Context: an optimization exercise on an open-source flow, tuned for small area. The choices shown serve that exercise and are no tape-out recipe. No functional check of the RTL was part of this run. The clock port is modelled as an ideal driver; clocking choices that lean on that would not hold on a real chip. Power figures rest on the tool's default switching activity, not on a simulated workload.

===== flow/standard.sh =====
#!/bin/bash
# synth_recipe.tcl (not shown) runs the flow's synth.tcl, then flattens the netlist and writes it again
# the make line also repeats each setting of config.mk as NAME=value (left out here)
make -C /OpenROAD-flow-scripts/flow DESIGN_CONFIG=/design/flow/config.mk WORK_HOME=/design/flow/orfs CLKGATE_MAP_FILE= SYNTH_SCRIPT=/design/flow/synth_recipe.tcl "${@:-finish}"

===== flow/constraint.sdc =====
create_clock -name core_clock -period 6.5 [get_ports {clk}]
set_input_delay 1.3000 -clock core_clock [delete_from_list [all_inputs] [get_ports {clk}]]
set_output_delay 1.3000 -clock core_clock [all_outputs]
set_load 0.01 [all_outputs]

===== flow/flow/run.sh =====
#!/bin/bash
# The standard layout (standard.sh, synthesis unchanged) with these changes:
#  - before floorplan, combinational cells that synthesis upsized are swapped
#    back to their smallest drive strength (flow/downsize.tcl); the standard
#    repair steps add drive back where slew, capacitance or timing need it;
#  - global placement is not timing-driven (no rebuffering there); the
#    synthesis buffers are still removed before it (flow/unbuffer.tcl);
#  - the port buffers inserted before global placement are buf_1 instead of
#    the resizer's default choice;
#  - clock tree synthesis uses clkbuf_4 buffers and adds no dummy loads; after
#    it, a clock buffer driving 10 or more pins becomes a clkbuf_8
#    (flow/cts_fix.tcl) to keep clock-pin slews low.
# The full output of the make run goes to standard.log here; ORFS keeps each
# step's own log under orfs/logs/.
set -euo pipefail
here=$(pwd)
export BUFFER_PORTS_ARGS="-buffer_cell sky130_fd_sc_hd__buf_1"
export CTS_ARGS="-sink_clustering_enable -repair_clock_nets -dont_use_dummy_load -sink_clustering_size 12 -root_buf sky130_fd_sc_hd__clkbuf_4 -buf_list {sky130_fd_sc_hd__clkbuf_4}"
export PRE_FLOORPLAN_TCL="$here/flow/downsize.tcl"
export POST_CTS_TCL="$here/flow/cts_fix.tcl"
export PRE_GLOBAL_PLACE_TCL="$here/flow/unbuffer.tcl"
export CTS_FIX_MIN_SINKS=10
bash standard.sh > standard.log 2>&1

===== flow/config.mk =====
export PLATFORM = sky130hd
export DESIGN_NAME = mul16_top
export DESIGN_NICKNAME = mul16_top
export VERILOG_FILES = /design/flow/design.v
export SDC_FILE = /design/flow/constraint.sdc
export NUM_CORES = 4
export LEC_CHECK = 0
export ABC_AREA = 1
export CAP_MARGIN = 20
export CORE_MARGIN = 2
export CORE_UTILIZATION = 55
export CTS_BUF_LIST = sky130_fd_sc_hd__clkbuf_4 sky130_fd_sc_hd__clkbuf_8
export CTS_CLUSTER_SIZE = 16
export GPL_TIMING_DRIVEN = 0
export SLEW_MARGIN = 20
export SYNTH_HIERARCHICAL = 1

===== flow/flow/unbuffer.tcl =====
# PRE_GLOBAL_PLACE hook: remove the buffers synthesis inserted, as the
# standard flow does when global placement is timing-driven; the standard
# repair_design step after placement adds back the buffers that slew,
# capacitance or fanout limits need.
remove_buffers

===== flow/flow/downsize.tcl =====
# PRE_FLOORPLAN hook: swap every combinational cell that synthesis upsized
# (drive strength 2 or more) back to its smallest variant of the same
# function; buffers, clock cells, flip-flops and adder cells are left alone.
# The standard flow's later repair steps add drive back where slew,
# capacitance or timing need it.
set db [ord::get_db]
set block [[$db getChip] getBlock]
set n 0
foreach inst [$block getInsts] {
  set m [[$inst getMaster] getName]
  if {![regexp {^sky130_fd_sc_hd__([a-z0-9]+)_([0-9]+)$} $m -> base drive]} { continue }
  if {$drive < 2} { continue }
  if {[regexp {^(buf|clkbuf|clkinv|dfxtp|fa|ha|conb|dly|clkdly)} $base]} { continue }
  foreach d {1 0} {
    set new [$db findMaster sky130_fd_sc_hd__${base}_$d]
    if {$new != "NULL"} {
      puts "downsize [$inst getName] $m -> sky130_fd_sc_hd__${base}_$d"
      $inst swapMaster $new
      incr n
      break
    }
  }
}
puts "downsized $n instances"

===== flow/flow/cts_fix.tcl =====
# POST_CTS hook: a clkbuf_4 clock buffer that drives many flip-flops is
# swapped for a clkbuf_8 so that every clock pin's slew stays well inside the
# limit; the placement is then legalized again.
set db [ord::get_db]
set block [[$db getChip] getBlock]
set big [$db findMaster sky130_fd_sc_hd__clkbuf_8]
set n 0
foreach inst [$block getInsts] {
  if {[[$inst getMaster] getName] != "sky130_fd_sc_hd__clkbuf_4"} { continue }
  set out [$inst findITerm X]
  set net [$out getNet]
  if {$net == "NULL"} { continue }
  set sinks [expr {[llength [$net getITerms]] - 1}]
  if {$sinks >= $::env(CTS_FIX_MIN_SINKS)} {
    puts "clock buffer [$inst getName] drives $sinks pins: clkbuf_8"
    $inst swapMaster $big
    incr n
  }
}
puts "upsized $n clock buffers"
if {$n > 0} {
  detailed_placement
  check_placement -verbose
  estimate_parasitics -placement
}

===== flow/design.v =====
module half_adder(input wire a, input wire b, output wire s, output wire co);
    assign s  = a ^ b;
    assign co = a & b;
endmodule
module full_adder(input wire a, input wire b, input wire ci, output wire s, output wire co);
    assign s  = a ^ b ^ ci;
    assign co = (a & b) | (a & ci) | (b & ci);
endmodule
module booth_sel(input wire one, input wire two, input wire neg, input wire a, input wire am1, output wire x);
    assign x = ((one & a) | (two & am1)) ^ neg;
endmodule
module booth_sel1(input wire one, input wire neg, input wire a, output wire x);
    assign x = (one & a) ^ neg;
endmodule
module booth_selm(input wire one, input wire two, input wire neg, input wire a, output wire xn);
    assign xn = ~(((one | two) & a) ^ neg);
endmodule
module multi16x16(
    input   wire            a_signed,
    input   wire            b_signed,
    input   wire    [15:0]  mula,
    input   wire    [15:0]  mulb,
    output  wire    [31:0]  out
);
    wire a_top = a_signed & mula[15];
    wire b_top = b_signed & mulb[15];
    wire one0 = mulb[0];
    wire two0 = mulb[1] & ~mulb[0];
    wire neg0 = mulb[1];
    wire n1;
    assign n1 = (one0 & mula[0]) ^ neg0;
    wire n2;
    assign n2 = ((one0 & mula[1]) | (two0 & mula[0])) ^ neg0;
    wire n3;
    assign n3 = ((one0 & mula[2]) | (two0 & mula[1])) ^ neg0;
    wire n4;
    assign n4 = ((one0 & mula[3]) | (two0 & mula[2])) ^ neg0;
    wire n5;
    assign n5 = ((one0 & mula[4]) | (two0 & mula[3])) ^ neg0;
    wire n6;
    assign n6 = ((one0 & mula[5]) | (two0 & mula[4])) ^ neg0;
    wire n7;
    assign n7 = ((one0 & mula[6]) | (two0 & mula[5])) ^ neg0;
    wire n8;
    assign n8 = ((one0 & mula[7]) | (two0 & mula[6])) ^ neg0;
    wire n9;
    assign n9 = ((one0 & mula[8]) | (two0 & mula[7])) ^ neg0;
    wire n10;
    assign n10 = ((one0 & mula[9]) | (two0 & mula[8])) ^ neg0;
    wire n11;
    assign n11 = ((one0 & mula[10]) | (two0 & mula[9])) ^ neg0;
    wire n12;
    assign n12 = ((one0 & mula[11]) | (two0 & mula[10])) ^ neg0;
    wire n13;
    assign n13 = ((one0 & mula[12]) | (two0 & mula[11])) ^ neg0;
    wire n14;
    assign n14 = ((one0 & mula[13]) | (two0 & mula[12])) ^ neg0;
    wire n15;
    assign n15 = ((one0 & mula[14]) | (two0 & mula[13])) ^ neg0;
    wire n16;
    assign n16 = ((one0 & mula[15]) | (two0 & mula[14])) ^ neg0;
    wire n17;
    assign n17 = ((one0 & a_top) | (two0 & mula[15])) ^ neg0;
    wire n18;
    assign n18 = ~(((one0 | two0) & a_top) ^ neg0);
    wire one1 = mulb[2] ^ mulb[1];
    wire two1 = (mulb[3] & ~mulb[2] & ~mulb[1]) | (~mulb[3] & mulb[2] & mulb[1]);
    wire neg1 = mulb[3];
    wire n19;
    assign n19 = (one1 & mula[0]) ^ neg1;
    wire n20;
    assign n20 = ((one1 & mula[1]) | (two1 & mula[0])) ^ neg1;
    wire n21;
    assign n21 = ((one1 & mula[2]) | (two1 & mula[1])) ^ neg1;
    wire n22;
    assign n22 = ((one1 & mula[3]) | (two1 & mula[2])) ^ neg1;
    wire n23;
    assign n23 = ((one1 & mula[4]) | (two1 & mula[3])) ^ neg1;
    wire n24;
    assign n24 = ((one1 & mula[5]) | (two1 & mula[4])) ^ neg1;
    wire n25;
    assign n25 = ((one1 & mula[6]) | (two1 & mula[5])) ^ neg1;
    wire n26;
    assign n26 = ((one1 & mula[7]) | (two1 & mula[6])) ^ neg1;
    wire n27;
    assign n27 = ((one1 & mula[8]) | (two1 & mula[7])) ^ neg1;
    wire n28;
    assign n28 = ((one1 & mula[9]) | (two1 & mula[8])) ^ neg1;
    wire n29;
    assign n29 = ((one1 & mula[10]) | (two1 & mula[9])) ^ neg1;
    wire n30;
    assign n30 = ((one1 & mula[11]) | (two1 & mula[10])) ^ neg1;
    wire n31;
    assign n31 = ((one1 & mula[12]) | (two1 & mula[11])) ^ neg1;
    wire n32;
    assign n32 = ((one1 & mula[13]) | (two1 & mula[12])) ^ neg1;
    wire n33;
    assign n33 = ((one1 & mula[14]) | (two1 & mula[13])) ^ neg1;
    wire n34;
    assign n34 = ((one1 & mula[15]) | (two1 & mula[14])) ^ neg1;
    wire n35;
    assign n35 = ((one1 & a_top) | (two1 & mula[15])) ^ neg1;
    wire n36;
    assign n36 = ~(((one1 | two1) & a_top) ^ neg1);
    wire one2 = mulb[4] ^ mulb[3];
    wire two2 = (mulb[5] & ~mulb[4] & ~mulb[3]) | (~mulb[5] & mulb[4] & mulb[3]);
    wire neg2 = mulb[5];
    wire n37;
    assign n37 = (one2 & mula[0]) ^ neg2;
    wire n38;
    assign n38 = ((one2 & mula[1]) | (two2 & mula[0])) ^ neg2;
    wire n39;
    assign n39 = ((one2 & mula[2]) | (two2 & mula[1])) ^ neg2;
    wire n40;
    assign n40 = ((one2 & mula[3]) | (two2 & mula[2])) ^ neg2;
    wire n41;
    assign n41 = ((one2 & mula[4]) | (two2 & mula[3])) ^ neg2;
    wire n42;
    assign n42 = ((one2 & mula[5]) | (two2 & mula[4])) ^ neg2;
    wire n43;
    assign n43 = ((one2 & mula[6]) | (two2 & mula[5])) ^ neg2;
    wire n44;
    assign n44 = ((one2 & mula[7]) | (two2 & mula[6])) ^ neg2;
    wire n45;
    assign n45 = ((one2 & mula[8]) | (two2 & mula[7])) ^ neg2;
    wire n46;
    assign n46 = ((one2 & mula[9]) | (two2 & mula[8])) ^ neg2;
    wire n47;
    assign n47 = ((one2 & mula[10]) | (two2 & mula[9])) ^ neg2;
    wire n48;
    assign n48 = ((one2 & mula[11]) | (two2 & mula[10])) ^ neg2;
    wire n49;
    assign n49 = ((one2 & mula[12]) | (two2 & mula[11])) ^ neg2;
    wire n50;
    assign n50 = ((one2 & mula[13]) | (two2 & mula[12])) ^ neg2;
    wire n51;
    assign n51 = ((one2 & mula[14]) | (two2 & mula[13])) ^ neg2;
    wire n52;
    assign n52 = ((one2 & mula[15]) | (two2 & mula[14])) ^ neg2;
    wire n53;
    assign n53 = ((one2 & a_top) | (two2 & mula[15])) ^ neg2;
    wire n54;
    assign n54 = ~(((one2 | two2) & a_top) ^ neg2);
    wire one3 = mulb[6] ^ mulb[5];
    wire two3 = (mulb[7] & ~mulb[6] & ~mulb[5]) | (~mulb[7] & mulb[6] & mulb[5]);
    wire neg3 = mulb[7];
    wire n55;
    assign n55 = (one3 & mula[0]) ^ neg3;
    wire n56;
    assign n56 = ((one3 & mula[1]) | (two3 & mula[0])) ^ neg3;
    wire n57;
    assign n57 = ((one3 & mula[2]) | (two3 & mula[1])) ^ neg3;
    wire n58;
    assign n58 = ((one3 & mula[3]) | (two3 & mula[2])) ^ neg3;
    wire n59;
    assign n59 = ((one3 & mula[4]) | (two3 & mula[3])) ^ neg3;
    wire n60;
    assign n60 = ((one3 & mula[5]) | (two3 & mula[4])) ^ neg3;
    wire n61;
    assign n61 = ((one3 & mula[6]) | (two3 & mula[5])) ^ neg3;
    wire n62;
    assign n62 = ((one3 & mula[7]) | (two3 & mula[6])) ^ neg3;
    wire n63;
    assign n63 = ((one3 & mula[8]) | (two3 & mula[7])) ^ neg3;
    wire n64;
    assign n64 = ((one3 & mula[9]) | (two3 & mula[8])) ^ neg3;
    wire n65;
    assign n65 = ((one3 & mula[10]) | (two3 & mula[9])) ^ neg3;
    wire n66;
    assign n66 = ((one3 & mula[11]) | (two3 & mula[10])) ^ neg3;
    wire n67;
    assign n67 = ((one3 & mula[12]) | (two3 & mula[11])) ^ neg3;
    wire n68;
    assign n68 = ((one3 & mula[13]) | (two3 & mula[12])) ^ neg3;
    wire n69;
    assign n69 = ((one3 & mula[14]) | (two3 & mula[13])) ^ neg3;
    wire n70;
    assign n70 = ((one3 & mula[15]) | (two3 & mula[14])) ^ neg3;
    wire n71;
    assign n71 = ((one3 & a_top) | (two3 & mula[15])) ^ neg3;
    wire n72;
    assign n72 = ~(((one3 | two3) & a_top) ^ neg3);
    wire one4 = mulb[8] ^ mulb[7];
    wire two4 = (mulb[9] & ~mulb[8] & ~mulb[7]) | (~mulb[9] & mulb[8] & mulb[7]);
    wire neg4 = mulb[9];
    wire n73;
    assign n73 = (one4 & mula[0]) ^ neg4;
    wire n74;
    assign n74 = ((one4 & mula[1]) | (two4 & mula[0])) ^ neg4;
    wire n75;
    assign n75 = ((one4 & mula[2]) | (two4 & mula[1])) ^ neg4;
    wire n76;
    assign n76 = ((one4 & mula[3]) | (two4 & mula[2])) ^ neg4;
    wire n77;
    assign n77 = ((one4 & mula[4]) | (two4 & mula[3])) ^ neg4;
    wire n78;
    assign n78 = ((one4 & mula[5]) | (two4 & mula[4])) ^ neg4;
    wire n79;
    assign n79 = ((one4 & mula[6]) | (two4 & mula[5])) ^ neg4;
    wire n80;
    assign n80 = ((one4 & mula[7]) | (two4 & mula[6])) ^ neg4;
    wire n81;
    assign n81 = ((one4 & mula[8]) | (two4 & mula[7])) ^ neg4;
    wire n82;
    assign n82 = ((one4 & mula[9]) | (two4 & mula[8])) ^ neg4;
    wire n83;
    assign n83 = ((one4 & mula[10]) | (two4 & mula[9])) ^ neg4;
    wire n84;
    assign n84 = ((one4 & mula[11]) | (two4 & mula[10])) ^ neg4;
    wire n85;
    assign n85 = ((one4 & mula[12]) | (two4 & mula[11])) ^ neg4;
    wire n86;
    assign n86 = ((one4 & mula[13]) | (two4 & mula[12])) ^ neg4;
    wire n87;
    assign n87 = ((one4 & mula[14]) | (two4 & mula[13])) ^ neg4;
    wire n88;
    assign n88 = ((one4 & mula[15]) | (two4 & mula[14])) ^ neg4;
    wire n89;
    assign n89 = ((one4 & a_top) | (two4 & mula[15])) ^ neg4;
    wire n90;
    assign n90 = ~(((one4 | two4) & a_top) ^ neg4);
    wire one5 = mulb[10] ^ mulb[9];
    wire two5 = (mulb[11] & ~mulb[10] & ~mulb[9]) | (~mulb[11] & mulb[10] & mulb[9]);
    wire neg5 = mulb[11];
    wire n91;
    assign n91 = (one5 & mula[0]) ^ neg5;
    wire n92;
    assign n92 = ((one5 & mula[1]) | (two5 & mula[0])) ^ neg5;
    wire n93;
    assign n93 = ((one5 & mula[2]) | (two5 & mula[1])) ^ neg5;
    wire n94;
    assign n94 = ((one5 & mula[3]) | (two5 & mula[2])) ^ neg5;
    wire n95;
    assign n95 = ((one5 & mula[4]) | (two5 & mula[3])) ^ neg5;
    wire n96;
    assign n96 = ((one5 & mula[5]) | (two5 & mula[4])) ^ neg5;
    wire n97;
    assign n97 = ((one5 & mula[6]) | (two5 & mula[5])) ^ neg5;
    wire n98;
    assign n98 = ((one5 & mula[7]) | (two5 & mula[6])) ^ neg5;
    wire n99;
    assign n99 = ((one5 & mula[8]) | (two5 & mula[7])) ^ neg5;
    wire n100;
    assign n100 = ((one5 & mula[9]) | (two5 & mula[8])) ^ neg5;
    wire n101;
    assign n101 = ((one5 & mula[10]) | (two5 & mula[9])) ^ neg5;
    wire n102;
    assign n102 = ((one5 & mula[11]) | (two5 & mula[10])) ^ neg5;
    wire n103;
    assign n103 = ((one5 & mula[12]) | (two5 & mula[11])) ^ neg5;
    wire n104;
    assign n104 = ((one5 & mula[13]) | (two5 & mula[12])) ^ neg5;
    wire n105;
    assign n105 = ((one5 & mula[14]) | (two5 & mula[13])) ^ neg5;
    wire n106;
    assign n106 = ((one5 & mula[15]) | (two5 & mula[14])) ^ neg5;
    wire n107;
    assign n107 = ((one5 & a_top) | (two5 & mula[15])) ^ neg5;
    wire n108;
    assign n108 = ~(((one5 | two5) & a_top) ^ neg5);
    wire one6 = mulb[12] ^ mulb[11];
    wire two6 = (mulb[13] & ~mulb[12] & ~mulb[11]) | (~mulb[13] & mulb[12] & mulb[11]);
    wire neg6 = mulb[13];
    wire n109;
    assign n109 = (one6 & mula[0]) ^ neg6;
    wire n110;
    assign n110 = ((one6 & mula[1]) | (two6 & mula[0])) ^ neg6;
    wire n111;
    assign n111 = ((one6 & mula[2]) | (two6 & mula[1])) ^ neg6;
    wire n112;
    assign n112 = ((one6 & mula[3]) | (two6 & mula[2])) ^ neg6;
    wire n113;
    assign n113 = ((one6 & mula[4]) | (two6 & mula[3])) ^ neg6;
    wire n114;
    assign n114 = ((one6 & mula[5]) | (two6 & mula[4])) ^ neg6;
    wire n115;
    assign n115 = ((one6 & mula[6]) | (two6 & mula[5])) ^ neg6;
    wire n116;
    assign n116 = ((one6 & mula[7]) | (two6 & mula[6])) ^ neg6;
    wire n117;
    assign n117 = ((one6 & mula[8]) | (two6 & mula[7])) ^ neg6;
    wire n118;
    assign n118 = ((one6 & mula[9]) | (two6 & mula[8])) ^ neg6;
    wire n119;
    assign n119 = ((one6 & mula[10]) | (two6 & mula[9])) ^ neg6;
    wire n120;
    assign n120 = ((one6 & mula[11]) | (two6 & mula[10])) ^ neg6;
    wire n121;
    assign n121 = ((one6 & mula[12]) | (two6 & mula[11])) ^ neg6;
    wire n122;
    assign n122 = ((one6 & mula[13]) | (two6 & mula[12])) ^ neg6;
    wire n123;
    assign n123 = ((one6 & mula[14]) | (two6 & mula[13])) ^ neg6;
    wire n124;
    assign n124 = ((one6 & mula[15]) | (two6 & mula[14])) ^ neg6;
    wire n125;
    assign n125 = ((one6 & a_top) | (two6 & mula[15])) ^ neg6;
    wire n126;
    assign n126 = ~(((one6 | two6) & a_top) ^ neg6);
    wire one7 = mulb[14] ^ mulb[13];
    wire two7 = (mulb[15] & ~mulb[14] & ~mulb[13]) | (~mulb[15] & mulb[14] & mulb[13]);
    wire neg7 = mulb[15];
    wire n127;
    assign n127 = (one7 & mula[0]) ^ neg7;
    wire n128;
    assign n128 = ((one7 & mula[1]) | (two7 & mula[0])) ^ neg7;
    wire n129;
    assign n129 = ((one7 & mula[2]) | (two7 & mula[1])) ^ neg7;
    wire n130;
    assign n130 = ((one7 & mula[3]) | (two7 & mula[2])) ^ neg7;
    wire n131;
    assign n131 = ((one7 & mula[4]) | (two7 & mula[3])) ^ neg7;
    wire n132;
    assign n132 = ((one7 & mula[5]) | (two7 & mula[4])) ^ neg7;
    wire n133;
    assign n133 = ((one7 & mula[6]) | (two7 & mula[5])) ^ neg7;
    wire n134;
    assign n134 = ((one7 & mula[7]) | (two7 & mula[6])) ^ neg7;
    wire n135;
    assign n135 = ((one7 & mula[8]) | (two7 & mula[7])) ^ neg7;
    wire n136;
    assign n136 = ((one7 & mula[9]) | (two7 & mula[8])) ^ neg7;
    wire n137;
    assign n137 = ((one7 & mula[10]) | (two7 & mula[9])) ^ neg7;
    wire n138;
    assign n138 = ((one7 & mula[11]) | (two7 & mula[10])) ^ neg7;
    wire n139;
    assign n139 = ((one7 & mula[12]) | (two7 & mula[11])) ^ neg7;
    wire n140;
    assign n140 = ((one7 & mula[13]) | (two7 & mula[12])) ^ neg7;
    wire n141;
    assign n141 = ((one7 & mula[14]) | (two7 & mula[13])) ^ neg7;
    wire n142;
    assign n142 = ((one7 & mula[15]) | (two7 & mula[14])) ^ neg7;
    wire n143;
    assign n143 = ((one7 & a_top) | (two7 & mula[15])) ^ neg7;
    wire n144;
    assign n144 = ~(((one7 | two7) & a_top) ^ neg7);
    wire one8 = mulb[15] & ~b_top;
    wire n145;
    assign n145 = one8 & mula[0];
    wire n146;
    assign n146 = one8 & mula[1];
    wire n147;
    assign n147 = one8 & mula[2];
    wire n148;
    assign n148 = one8 & mula[3];
    wire n149;
    assign n149 = one8 & mula[4];
    wire n150;
    assign n150 = one8 & mula[5];
    wire n151;
    assign n151 = one8 & mula[6];
    wire n152;
    assign n152 = one8 & mula[7];
    wire n153;
    assign n153 = one8 & mula[8];
    wire n154;
    assign n154 = one8 & mula[9];
    wire n155;
    assign n155 = one8 & mula[10];
    wire n156;
    assign n156 = one8 & mula[11];
    wire n157;
    assign n157 = one8 & mula[12];
    wire n158;
    assign n158 = one8 & mula[13];
    wire n159;
    assign n159 = one8 & mula[14];
    wire n160;
    assign n160 = one8 & mula[15];
    wire n161, n162;
    half_adder ha1 (.a(neg0), .b(n1), .s(n161), .co(n162));
    wire n163, n164;
    half_adder ha2 (.a(n2), .b(n162), .s(n163), .co(n164));
    wire n165, n166;
    full_adder fa1 (.a(neg1), .b(n3), .ci(n19), .s(n165), .co(n166));
    wire n167, n168;
    half_adder ha3 (.a(n164), .b(n165), .s(n167), .co(n168));
    wire n169, n170;
    full_adder fa2 (.a(n4), .b(n20), .ci(n166), .s(n169), .co(n170));
    wire n171, n172;
    half_adder ha4 (.a(n168), .b(n169), .s(n171), .co(n172));
    wire n173, n174;
    full_adder fa3 (.a(neg2), .b(n5), .ci(n21), .s(n173), .co(n174));
    wire n175, n176;
    full_adder fa4 (.a(n37), .b(n173), .ci(n170), .s(n175), .co(n176));
    wire n177, n178;
    half_adder ha5 (.a(n172), .b(n175), .s(n177), .co(n178));
    wire n179, n180;
    full_adder fa5 (.a(n6), .b(n22), .ci(n38), .s(n179), .co(n180));
    wire n181, n182;
    full_adder fa6 (.a(n174), .b(n179), .ci(n176), .s(n181), .co(n182));
    wire n183, n184;
    half_adder ha6 (.a(n178), .b(n181), .s(n183), .co(n184));
    wire n185, n186;
    full_adder fa7 (.a(neg3), .b(n7), .ci(n23), .s(n185), .co(n186));
    wire n187, n188;
    full_adder fa8 (.a(n39), .b(n55), .ci(n180), .s(n187), .co(n188));
    wire n189, n190;
    full_adder fa9 (.a(n185), .b(n187), .ci(n182), .s(n189), .co(n190));
    wire n191, n192;
    half_adder ha7 (.a(n184), .b(n189), .s(n191), .co(n192));
    wire n193, n194;
    full_adder fa10 (.a(n8), .b(n24), .ci(n40), .s(n193), .co(n194));
    wire n195, n196;
    full_adder fa11 (.a(n56), .b(n186), .ci(n193), .s(n195), .co(n196));
    wire n197, n198;
    full_adder fa12 (.a(n188), .b(n195), .ci(n190), .s(n197), .co(n198));
    wire n199, n200;
    full_adder fa13 (.a(neg4), .b(n9), .ci(n25), .s(n199), .co(n200));
    wire n201, n202;
    full_adder fa14 (.a(n41), .b(n57), .ci(n73), .s(n201), .co(n202));
    wire n203, n204;
    full_adder fa15 (.a(n194), .b(n199), .ci(n201), .s(n203), .co(n204));
    wire n205, n206;
    half_adder ha8 (.a(n196), .b(n203), .s(n205), .co(n206));
    wire n207, n208;
    full_adder fa16 (.a(n10), .b(n26), .ci(n42), .s(n207), .co(n208));
    wire n209, n210;
    full_adder fa17 (.a(n58), .b(n74), .ci(n200), .s(n209), .co(n210));
    wire n211, n212;
    full_adder fa18 (.a(n202), .b(n207), .ci(n209), .s(n211), .co(n212));
    wire n213, n214;
    full_adder fa19 (.a(n204), .b(n211), .ci(n206), .s(n213), .co(n214));
    wire n215, n216;
    full_adder fa20 (.a(neg5), .b(n11), .ci(n27), .s(n215), .co(n216));
    wire n217, n218;
    full_adder fa21 (.a(n43), .b(n59), .ci(n75), .s(n217), .co(n218));
    wire n219, n220;
    full_adder fa22 (.a(n91), .b(n208), .ci(n215), .s(n219), .co(n220));
    wire n221, n222;
    full_adder fa23 (.a(n217), .b(n210), .ci(n219), .s(n221), .co(n222));
    wire n223, n224;
    full_adder fa24 (.a(n212), .b(n221), .ci(n214), .s(n223), .co(n224));
    wire n225, n226;
    full_adder fa25 (.a(n12), .b(n28), .ci(n44), .s(n225), .co(n226));
    wire n227, n228;
    full_adder fa26 (.a(n60), .b(n76), .ci(n92), .s(n227), .co(n228));
    wire n229, n230;
    full_adder fa27 (.a(n216), .b(n218), .ci(n225), .s(n229), .co(n230));
    wire n231, n232;
    full_adder fa28 (.a(n227), .b(n220), .ci(n229), .s(n231), .co(n232));
    wire n233, n234;
    half_adder ha9 (.a(n222), .b(n231), .s(n233), .co(n234));
    wire n235, n236;
    full_adder fa29 (.a(neg6), .b(n13), .ci(n29), .s(n235), .co(n236));
    wire n237, n238;
    full_adder fa30 (.a(n45), .b(n61), .ci(n77), .s(n237), .co(n238));
    wire n239, n240;
    full_adder fa31 (.a(n93), .b(n109), .ci(n226), .s(n239), .co(n240));
    wire n241, n242;
    full_adder fa32 (.a(n228), .b(n235), .ci(n237), .s(n241), .co(n242));
    wire n243, n244;
    full_adder fa33 (.a(n239), .b(n230), .ci(n241), .s(n243), .co(n244));
    wire n245, n246;
    full_adder fa34 (.a(n232), .b(n243), .ci(n234), .s(n245), .co(n246));
    wire n247, n248;
    full_adder fa35 (.a(n14), .b(n30), .ci(n46), .s(n247), .co(n248));
    wire n249, n250;
    full_adder fa36 (.a(n62), .b(n78), .ci(n94), .s(n249), .co(n250));
    wire n251, n252;
    full_adder fa37 (.a(n110), .b(n236), .ci(n238), .s(n251), .co(n252));
    wire n253, n254;
    full_adder fa38 (.a(n247), .b(n249), .ci(n240), .s(n253), .co(n254));
    wire n255, n256;
    full_adder fa39 (.a(n242), .b(n251), .ci(n253), .s(n255), .co(n256));
    wire n257, n258;
    half_adder ha10 (.a(n244), .b(n255), .s(n257), .co(n258));
    wire n259, n260;
    full_adder fa40 (.a(neg7), .b(n15), .ci(n31), .s(n259), .co(n260));
    wire n261, n262;
    full_adder fa41 (.a(n47), .b(n63), .ci(n79), .s(n261), .co(n262));
    wire n263, n264;
    full_adder fa42 (.a(n95), .b(n111), .ci(n127), .s(n263), .co(n264));
    wire n265, n266;
    full_adder fa43 (.a(n248), .b(n250), .ci(n259), .s(n265), .co(n266));
    wire n267, n268;
    full_adder fa44 (.a(n261), .b(n263), .ci(n252), .s(n267), .co(n268));
    wire n269, n270;
    full_adder fa45 (.a(n265), .b(n254), .ci(n267), .s(n269), .co(n270));
    wire n271, n272;
    full_adder fa46 (.a(n256), .b(n269), .ci(n258), .s(n271), .co(n272));
    wire n273, n274;
    full_adder fa47 (.a(n16), .b(n32), .ci(n48), .s(n273), .co(n274));
    wire n275, n276;
    full_adder fa48 (.a(n64), .b(n80), .ci(n96), .s(n275), .co(n276));
    wire n277, n278;
    full_adder fa49 (.a(n112), .b(n128), .ci(n260), .s(n277), .co(n278));
    wire n279, n280;
    full_adder fa50 (.a(n262), .b(n264), .ci(n273), .s(n279), .co(n280));
    wire n281, n282;
    full_adder fa51 (.a(n275), .b(n277), .ci(n266), .s(n281), .co(n282));
    wire n283, n284;
    full_adder fa52 (.a(n279), .b(n268), .ci(n281), .s(n283), .co(n284));
    wire n285, n286;
    half_adder ha11 (.a(n270), .b(n283), .s(n285), .co(n286));
    wire n287, n288;
    full_adder fa53 (.a(n17), .b(n33), .ci(n49), .s(n287), .co(n288));
    wire n289, n290;
    full_adder fa54 (.a(n65), .b(n81), .ci(n97), .s(n289), .co(n290));
    wire n291, n292;
    full_adder fa55 (.a(n113), .b(n129), .ci(n145), .s(n291), .co(n292));
    wire n293, n294;
    full_adder fa56 (.a(n274), .b(n276), .ci(n287), .s(n293), .co(n294));
    wire n295, n296;
    full_adder fa57 (.a(n289), .b(n291), .ci(n278), .s(n295), .co(n296));
    wire n297, n298;
    full_adder fa58 (.a(n280), .b(n293), .ci(n295), .s(n297), .co(n298));
    wire n299, n300;
    full_adder fa59 (.a(n282), .b(n297), .ci(n284), .s(n299), .co(n300));
    wire n301 = ~(n18 ^ n34);
    wire n302 = n18 | n34;
    wire n303, n304;
    full_adder fa60 (.a(n50), .b(n66), .ci(n82), .s(n303), .co(n304));
    wire n305, n306;
    full_adder fa61 (.a(n98), .b(n114), .ci(n130), .s(n305), .co(n306));
    wire n307, n308;
    full_adder fa62 (.a(n146), .b(n301), .ci(n288), .s(n307), .co(n308));
    wire n309, n310;
    full_adder fa63 (.a(n290), .b(n292), .ci(n303), .s(n309), .co(n310));
    wire n311, n312;
    full_adder fa64 (.a(n305), .b(n307), .ci(n294), .s(n311), .co(n312));
    wire n313, n314;
    full_adder fa65 (.a(n309), .b(n296), .ci(n311), .s(n313), .co(n314));
    wire n315, n316;
    half_adder ha12 (.a(n298), .b(n313), .s(n315), .co(n316));
    wire n317 = ~(n35 ^ n51);
    wire n318 = n35 | n51;
    wire n319, n320;
    full_adder fa66 (.a(n67), .b(n83), .ci(n99), .s(n319), .co(n320));
    wire n321, n322;
    full_adder fa67 (.a(n115), .b(n131), .ci(n147), .s(n321), .co(n322));
    wire n323, n324;
    full_adder fa68 (.a(n302), .b(n317), .ci(n304), .s(n323), .co(n324));
    wire n325, n326;
    full_adder fa69 (.a(n306), .b(n319), .ci(n321), .s(n325), .co(n326));
    wire n327, n328;
    full_adder fa70 (.a(n308), .b(n323), .ci(n310), .s(n327), .co(n328));
    wire n329, n330;
    full_adder fa71 (.a(n325), .b(n312), .ci(n327), .s(n329), .co(n330));
    wire n331, n332;
    half_adder ha13 (.a(n314), .b(n329), .s(n331), .co(n332));
    wire n333, n334;
    full_adder fa72 (.a(n36), .b(n52), .ci(n68), .s(n333), .co(n334));
    wire n335, n336;
    full_adder fa73 (.a(n84), .b(n100), .ci(n116), .s(n335), .co(n336));
    wire n337, n338;
    full_adder fa74 (.a(n132), .b(n148), .ci(n318), .s(n337), .co(n338));
    wire n339, n340;
    full_adder fa75 (.a(n320), .b(n322), .ci(n333), .s(n339), .co(n340));
    wire n341, n342;
    full_adder fa76 (.a(n335), .b(n337), .ci(n324), .s(n341), .co(n342));
    wire n343, n344;
    full_adder fa77 (.a(n326), .b(n339), .ci(n341), .s(n343), .co(n344));
    wire n345, n346;
    full_adder fa78 (.a(n328), .b(n343), .ci(n330), .s(n345), .co(n346));
    wire n347 = ~(n53 ^ n69);
    wire n348 = n53 | n69;
    wire n349, n350;
    full_adder fa79 (.a(n85), .b(n101), .ci(n117), .s(n349), .co(n350));
    wire n351, n352;
    full_adder fa80 (.a(n133), .b(n149), .ci(n347), .s(n351), .co(n352));
    wire n353, n354;
    full_adder fa81 (.a(n334), .b(n336), .ci(n349), .s(n353), .co(n354));
    wire n355, n356;
    full_adder fa82 (.a(n338), .b(n351), .ci(n340), .s(n355), .co(n356));
    wire n357, n358;
    full_adder fa83 (.a(n353), .b(n342), .ci(n355), .s(n357), .co(n358));
    wire n359, n360;
    half_adder ha14 (.a(n344), .b(n357), .s(n359), .co(n360));
    wire n361, n362;
    full_adder fa84 (.a(n54), .b(n70), .ci(n86), .s(n361), .co(n362));
    wire n363, n364;
    full_adder fa85 (.a(n102), .b(n118), .ci(n134), .s(n363), .co(n364));
    wire n365, n366;
    full_adder fa86 (.a(n150), .b(n348), .ci(n350), .s(n365), .co(n366));
    wire n367, n368;
    full_adder fa87 (.a(n361), .b(n363), .ci(n352), .s(n367), .co(n368));
    wire n369, n370;
    full_adder fa88 (.a(n365), .b(n354), .ci(n367), .s(n369), .co(n370));
    wire n371, n372;
    full_adder fa89 (.a(n356), .b(n369), .ci(n358), .s(n371), .co(n372));
    wire n373 = ~(n71 ^ n87);
    wire n374 = n71 | n87;
    wire n375, n376;
    full_adder fa90 (.a(n103), .b(n119), .ci(n135), .s(n375), .co(n376));
    wire n377, n378;
    full_adder fa91 (.a(n151), .b(n373), .ci(n362), .s(n377), .co(n378));
    wire n379, n380;
    full_adder fa92 (.a(n364), .b(n375), .ci(n366), .s(n379), .co(n380));
    wire n381, n382;
    full_adder fa93 (.a(n377), .b(n368), .ci(n379), .s(n381), .co(n382));
    wire n383, n384;
    half_adder ha15 (.a(n370), .b(n381), .s(n383), .co(n384));
    wire n385, n386;
    full_adder fa94 (.a(n72), .b(n88), .ci(n104), .s(n385), .co(n386));
    wire n387, n388;
    full_adder fa95 (.a(n120), .b(n136), .ci(n152), .s(n387), .co(n388));
    wire n389, n390;
    full_adder fa96 (.a(n374), .b(n376), .ci(n385), .s(n389), .co(n390));
    wire n391, n392;
    full_adder fa97 (.a(n387), .b(n378), .ci(n389), .s(n391), .co(n392));
    wire n393, n394;
    full_adder fa98 (.a(n380), .b(n391), .ci(n382), .s(n393), .co(n394));
    wire n395 = ~(n89 ^ n105);
    wire n396 = n89 | n105;
    wire n397, n398;
    full_adder fa99 (.a(n121), .b(n137), .ci(n153), .s(n397), .co(n398));
    wire n399, n400;
    full_adder fa100 (.a(n395), .b(n386), .ci(n388), .s(n399), .co(n400));
    wire n401, n402;
    full_adder fa101 (.a(n397), .b(n390), .ci(n399), .s(n401), .co(n402));
    wire n403, n404;
    half_adder ha16 (.a(n392), .b(n401), .s(n403), .co(n404));
    wire n405, n406;
    full_adder fa102 (.a(n90), .b(n106), .ci(n122), .s(n405), .co(n406));
    wire n407, n408;
    full_adder fa103 (.a(n138), .b(n154), .ci(n396), .s(n407), .co(n408));
    wire n409, n410;
    full_adder fa104 (.a(n398), .b(n405), .ci(n407), .s(n409), .co(n410));
    wire n411, n412;
    full_adder fa105 (.a(n400), .b(n409), .ci(n402), .s(n411), .co(n412));
    wire n413 = ~(n107 ^ n123);
    wire n414 = n107 | n123;
    wire n415, n416;
    full_adder fa106 (.a(n139), .b(n155), .ci(n413), .s(n415), .co(n416));
    wire n417, n418;
    full_adder fa107 (.a(n406), .b(n408), .ci(n415), .s(n417), .co(n418));
    wire n419, n420;
    full_adder fa108 (.a(n410), .b(n417), .ci(n412), .s(n419), .co(n420));
    wire n421, n422;
    full_adder fa109 (.a(n108), .b(n124), .ci(n140), .s(n421), .co(n422));
    wire n423, n424;
    full_adder fa110 (.a(n156), .b(n414), .ci(n421), .s(n423), .co(n424));
    wire n425, n426;
    full_adder fa111 (.a(n416), .b(n423), .ci(n418), .s(n425), .co(n426));
    wire n427 = ~(n125 ^ n141);
    wire n428 = n125 | n141;
    wire n429, n430;
    full_adder fa112 (.a(n157), .b(n427), .ci(n422), .s(n429), .co(n430));
    wire n431, n432;
    full_adder fa113 (.a(n429), .b(n424), .ci(n426), .s(n431), .co(n432));
    wire n433, n434;
    full_adder fa114 (.a(n126), .b(n142), .ci(n158), .s(n433), .co(n434));
    wire n435, n436;
    full_adder fa115 (.a(n428), .b(n433), .ci(n430), .s(n435), .co(n436));
    wire n437 = ~(n143 ^ n159);
    wire n438 = n143 | n159;
    wire n439, n440;
    full_adder fa116 (.a(n437), .b(n434), .ci(n436), .s(n439), .co(n440));
    wire n441, n442;
    full_adder fa117 (.a(n144), .b(n160), .ci(n438), .s(n441), .co(n442));
    wire n443, n444;
    half_adder ha17 (.a(n192), .b(n197), .s(n443), .co(n444));
    wire n445, n446;
    half_adder ha18 (.a(n198), .b(n205), .s(n445), .co(n446));
    wire n447, n448;
    half_adder ha19 (.a(n224), .b(n233), .s(n447), .co(n448));
    wire n449, n450;
    half_adder ha20 (.a(n246), .b(n257), .s(n449), .co(n450));
    wire n451, n452;
    half_adder ha21 (.a(n272), .b(n285), .s(n451), .co(n452));
    wire n453, n454;
    half_adder ha22 (.a(n286), .b(n299), .s(n453), .co(n454));
    wire n455, n456;
    half_adder ha23 (.a(n300), .b(n315), .s(n455), .co(n456));
    wire n457, n458;
    half_adder ha24 (.a(n316), .b(n331), .s(n457), .co(n458));
    wire n459, n460;
    half_adder ha25 (.a(n332), .b(n345), .s(n459), .co(n460));
    wire n461, n462;
    half_adder ha26 (.a(n346), .b(n359), .s(n461), .co(n462));
    wire n463, n464;
    half_adder ha27 (.a(n360), .b(n371), .s(n463), .co(n464));
    wire n465, n466;
    half_adder ha28 (.a(n372), .b(n383), .s(n465), .co(n466));
    wire n467, n468;
    half_adder ha29 (.a(n384), .b(n393), .s(n467), .co(n468));
    wire n469, n470;
    half_adder ha30 (.a(n394), .b(n403), .s(n469), .co(n470));
    wire n471, n472;
    half_adder ha31 (.a(n404), .b(n411), .s(n471), .co(n472));
    wire n473, n474;
    half_adder ha32 (.a(n420), .b(n425), .s(n473), .co(n474));
    wire n475, n476;
    half_adder ha33 (.a(n432), .b(n435), .s(n475), .co(n476));
    wire n477, n478;
    half_adder ha34 (.a(n440), .b(n441), .s(n477), .co(n478));
    wire n479 = n446 | (n445 & n444);
    wire n480 = n445 & n443;
    wire n481 = n223 & n213;
    wire n482 = n245 & n448;
    wire n483 = n245 & n447;
    wire n484 = n271 & n450;
    wire n485 = n271 & n449;
    wire n486 = n454 | (n453 & n452);
    wire n487 = n453 & n451;
    wire n488 = n458 | (n457 & n456);
    wire n489 = n457 & n455;
    wire n490 = n462 | (n461 & n460);
    wire n491 = n461 & n459;
    wire n492 = n466 | (n465 & n464);
    wire n493 = n465 & n463;
    wire n494 = n470 | (n469 & n468);
    wire n495 = n469 & n467;
    wire n496 = n419 & n472;
    wire n497 = n419 & n471;
    wire n498 = n431 & n474;
    wire n499 = n431 & n473;
    wire n500 = n439 & n476;
    wire n501 = n439 & n475;
    wire n502 = n481 & n479;
    wire n503 = n481 & n480;
    wire n504 = n484 | (n485 & n482);
    wire n505 = n485 & n483;
    wire n506 = n488 | (n489 & n486);
    wire n507 = n489 & n487;
    wire n508 = n492 | (n493 & n490);
    wire n509 = n493 & n491;
    wire n510 = n496 | (n497 & n494);
    wire n511 = n497 & n495;
    wire n512 = n500 | (n501 & n498);
    wire n513 = n501 & n499;
    wire n514 = n504 | (n505 & n502);
    wire n515 = n505 & n503;
    wire n516 = n508 | (n509 & n506);
    wire n517 = n509 & n507;
    wire n518 = n512 | (n513 & n510);
    wire n519 = n513 & n511;
    wire n520 = n516 | (n517 & n514);
    wire n521 = n517 & n515;
    wire n522 = n518 | (n519 & n520);
    wire n523 = n519 & n521;
    wire n524 = n506 | (n507 & n514);
    wire n525 = n507 & n515;
    wire n526 = n510 | (n511 & n520);
    wire n527 = n511 & n521;
    wire n528 = n482 | (n483 & n502);
    wire n529 = n483 & n503;
    wire n530 = n486 | (n487 & n514);
    wire n531 = n487 & n515;
    wire n532 = n490 | (n491 & n524);
    wire n533 = n491 & n525;
    wire n534 = n494 | (n495 & n520);
    wire n535 = n495 & n521;
    wire n536 = n498 | (n499 & n526);
    wire n537 = n499 & n527;
    wire n538 = n213 & n479;
    wire n539 = n213 & n480;
    wire n540 = n448 | (n447 & n502);
    wire n541 = n447 & n503;
    wire n542 = n450 | (n449 & n528);
    wire n543 = n449 & n529;
    wire n544 = n452 | (n451 & n514);
    wire n545 = n451 & n515;
    wire n546 = n456 | (n455 & n530);
    wire n547 = n455 & n531;
    wire n548 = n460 | (n459 & n524);
    wire n549 = n459 & n525;
    wire n550 = n464 | (n463 & n532);
    wire n551 = n463 & n533;
    wire n552 = n468 | (n467 & n520);
    wire n553 = n467 & n521;
    wire n554 = n472 | (n471 & n534);
    wire n555 = n471 & n535;
    wire n556 = n474 | (n473 & n526);
    wire n557 = n473 & n527;
    wire n558 = n476 | (n475 & n536);
    wire n559 = n475 & n537;
    wire n560 = n478 | (n477 & n522);
    wire n561 = n477 & n523;
    wire n562 = n445 ^ n444;
    wire n563 = n213 ^ n479;
    wire n564 = n223 ^ n538;
    wire n565 = n447 ^ n502;
    wire n566 = n245 ^ n540;
    wire n567 = n449 ^ n528;
    wire n568 = n271 ^ n542;
    wire n569 = n451 ^ n514;
    wire n570 = n453 ^ n544;
    wire n571 = n455 ^ n530;
    wire n572 = n457 ^ n546;
    wire n573 = n459 ^ n524;
    wire n574 = n461 ^ n548;
    wire n575 = n463 ^ n532;
    wire n576 = n465 ^ n550;
    wire n577 = n467 ^ n520;
    wire n578 = n469 ^ n552;
    wire n579 = n471 ^ n534;
    wire n580 = n419 ^ n554;
    wire n581 = n473 ^ n526;
    wire n582 = n431 ^ n556;
    wire n583 = n475 ^ n536;
    wire n584 = n439 ^ n558;
    wire n585 = n477 ^ n522;
    assign out[0] = n161;  
    assign out[1] = n163;  
    assign out[2] = n167;  
    assign out[3] = n171;  
    assign out[4] = n177;  
    assign out[5] = n183;  
    assign out[6] = n191;  
    assign out[7] = n443;  
    assign out[8] = n562;  
    assign out[9] = n563;  
    assign out[10] = n564;  
    assign out[11] = n565;  
    assign out[12] = n566;  
    assign out[13] = n567;  
    assign out[14] = n568;  
    assign out[15] = n569;  
    assign out[16] = n570;  
    assign out[17] = n571;  
    assign out[18] = n572;  
    assign out[19] = n573;  
    assign out[20] = n574;  
    assign out[21] = n575;  
    assign out[22] = n576;  
    assign out[23] = n577;  
    assign out[24] = n578;  
    assign out[25] = n579;  
    assign out[26] = n580;  
    assign out[27] = n581;  
    assign out[28] = n582;  
    assign out[29] = n583;  
    assign out[30] = n584;  
    assign out[31] = n585;  
endmodule
module mul16_top(
    input   wire            clk,
    input   wire            a_signed,
    input   wire            b_signed,
    input   wire    [15:0]  mula,
    input   wire    [15:0]  mulb,
    output  reg     [31:0]  p
);
reg             a_signed_q, b_signed_q;
reg     [15:0]  mula_q, mulb_q;
wire    [31:0]  prod;
always @(posedge clk) begin
    a_signed_q <= a_signed;
    b_signed_q <= b_signed;
    mula_q     <= mula;
    mulb_q     <= mulb;
    p          <= prod;
end
multi16x16 mult(
    .a_signed(a_signed_q),
    .b_signed(b_signed_q),
    .mula(mula_q),
    .mulb(mulb_q),
    .out(prod)
);
endmodule

==> flow_metrics.tcl <==
set metrics [dict create \
    chipHeight_um 124 \
    layout-drive-gt1-share_pct 3.65 \
    yosysWarningCount 7 \
    endpoint_kind "register" \
    status "timing/DRC/antenna clean" \
    place_inst 965 \
    die_x_um 124 \
    finalSetupTns_ns 0 \
    hold_slack_ns 0.616 \
    cp-start-kind "register" \
    hold_viol_final 0 \
    nets 1002 \
    reg2reg_to "p[30]" \
    rrSetupSlack_ns 0.38 \
    placed_area_mm2 0.00780 \
    period_share_pct 94.2 \
    vias 5690 \
    syn_nets 1008 \
    initial_core_util_pct 56.5 \
    synth_cells 802 \
    maxSlewViolCount 0 \
    p_clk_share_pct 4.1 \
    switching_share_pct 50.0 \
    period_minus_slack_ns 6.12 \
    portBuffers 66 \
    fillerInstances 1281 \
    via_per_inst 5.84 \
    tightestPinTransition_ns 0.836 \
    finalSetupViolations 0 \
    place_ws_ns -0.629 \
    drt_wl_total_mm 18.2 \
    antenna_found_initial 1 \
    total_power_mw 5.32 \
    required_ns 6.88 \
    skew_ns 0.0420 \
    grt_use_total_pct 25.5 \
    grt_pass1_wl_mm 29.6 \
    clk_pin_slew_ns 0.09 \
    io_pins 67 \
    critical_path_class "reg2reg" \
    wl_per_cell_um 18.6 \
    relSlewSlack_pct 44.3 \
    hold_path_depth 3 \
    final_cell_mix "xor2_1, o22ai_1, fa_1, buf_1, dfxtp_1" \
    critPathLaunch "mulb_q[5]" \
    ir_drop_mv 0.758 \
    rows 43 \
    rr_startpoint "mulb_q[5]" \
    fin_ws_ns 0.377 \
    clk_latency_ns 0.47 \
    fp.coreArea_mm2 0.0139 \
    leakagePower_nw 3.38 \
    fmax_mhz 163 \
    drc_errors 0 \
    dieArea_mm2 0.0153 \
    maxCapViolations 0 \
    p_int_mw 2.66 \
    seqPwrFrac_pct 12.9 \
    power.switching_mw 2.66 \
    drt-initial-drc-count 446 \
    gp_congestion 0.847 \
    dp_hpwl_mm 13.4 \
    overflow 0 \
    multi_input_area_mm2 0.00581 \
    cp_data_arrival_time_ns 6.50 \
    first_global_vias 5907 \
    pwr_density_cell_mw_per_mm2 670 \
    pwr-share-comb_pct 83.1 \
    grt_max_degree 26 \
    holdPathEnd "p[0]" \
    rsz0062_at_grt "false" \
    drt_pass1_iterations 7 \
    final_common_cell "xor2_1" \
    worstHoldPathType "reg2reg" \
    cts_tree "done" \
    cts_sinks 66 \
    min-delay-start "mula_q[0]" \
    reg2reg_depth 22 \
    drtAntennaViolNets 0 \
    instances_no_fill 975 \
    worstPathMaxFanout 21 \
    area.sequential_mm2 0.00134 \
    final_util_pct 57.0 \
    fin_area_mm2 0.00794 \
]
-- flip-flops by register name, summed over array words and instances, names as in the netlist --
name	cells
mulb_q	16
b_signed_q	1
mula_q	16
p	32
a_signed_q	1
-- power by group through the flow --
stage	sequential [mW]	combinational, mW	clock [mW]
floorplan	0.732	4.84	0
global placement	0.693	4.25	0
detailed placement	0.696	4.42	0
global route	0.699	5.09	0.244
finish	0.685	4.42	0.216
-- critical path: stages, from the launching register on --
cell and delay, ns:
dfxtp_2 0.74, inv_1 0.25, o21ai_2 0.69, o22ai_1 0.17
xor2_1 0.19, fa_1 0.44, fa_1 0.39, fa_1 0.51
fa_1 0.41, ha_1 0.20, fa_1 0.38, ha_1 0.36
nand4_1 0.16, nor2_1 0.07, nand2_1 0.07, nand3_1 0.26
nand2_1 0.14, nand2_1 0.08, nand2_1 0.06, nand2_1 0.05
ha_1 0.17, nor2_1 0.13, xnor2_1 0.12
-- layer usage --
metal	part of all wire, %	track usage (%)
met1	41	31.7
met2	52	43.6
met3	4.2	5.04
met4	3.6	10.4
met5	0	0
-- area by class of cell --
| class | count | area share [%] |
|---|---|---|
| Multi-Input combinational cell | 592 | 73.2 |
| Clock buffer | 9 | 1.01 |
| Timing Repair Buffer | 67 | 3.26 |
| Sequential cell | 66 | 16.8 |
| Tap cell | 180 | 2.84 |
| Antenna cell | 1 | 0.0315 |
| Inverter | 60 | 2.88 |
-- worst max path at each step --
| stage | endpoint | cells after the start |
|---|---|---|
| 2_1_floorplan | p[30] | 27 |
| 3_5_place_dp | p[30] | 24 |
| 6_report | p[30] | 22 |
| 3_3_place_gp | p[30] | 24 |
| 5_1_grt | p[30] | 23 |

static timing again, ports no longer ideal:
The results above use ideal ports. As a check the final layout listed here was re-extracted and re-timed, cells and wires unchanged. Step 1, drivers: a clkbuf_16 drives clk and a buf_2 each remaining input, both assumed. Step 2 moves the port delays by t, midway between the first and last clock arrival at a register: inputs arrive t later, outputs are due t later. That takes back most of the time a late clock gives input paths. Three values: no drivers, after step 1, after step 2; two values: the first two.
t, ns: 0.490
slack for setup (ns): 0.377 / 0.377 / 0.377
worst setup path after step 2: register to register
slew at the worst register clock pin (ns): 0.11 / 0.11
cell pins on the clock port's net: 1
After both steps setup and hold are still met in this run. The setup slack of this run moves by 0.000 ns with the drivers and by 0.000 ns with both steps.
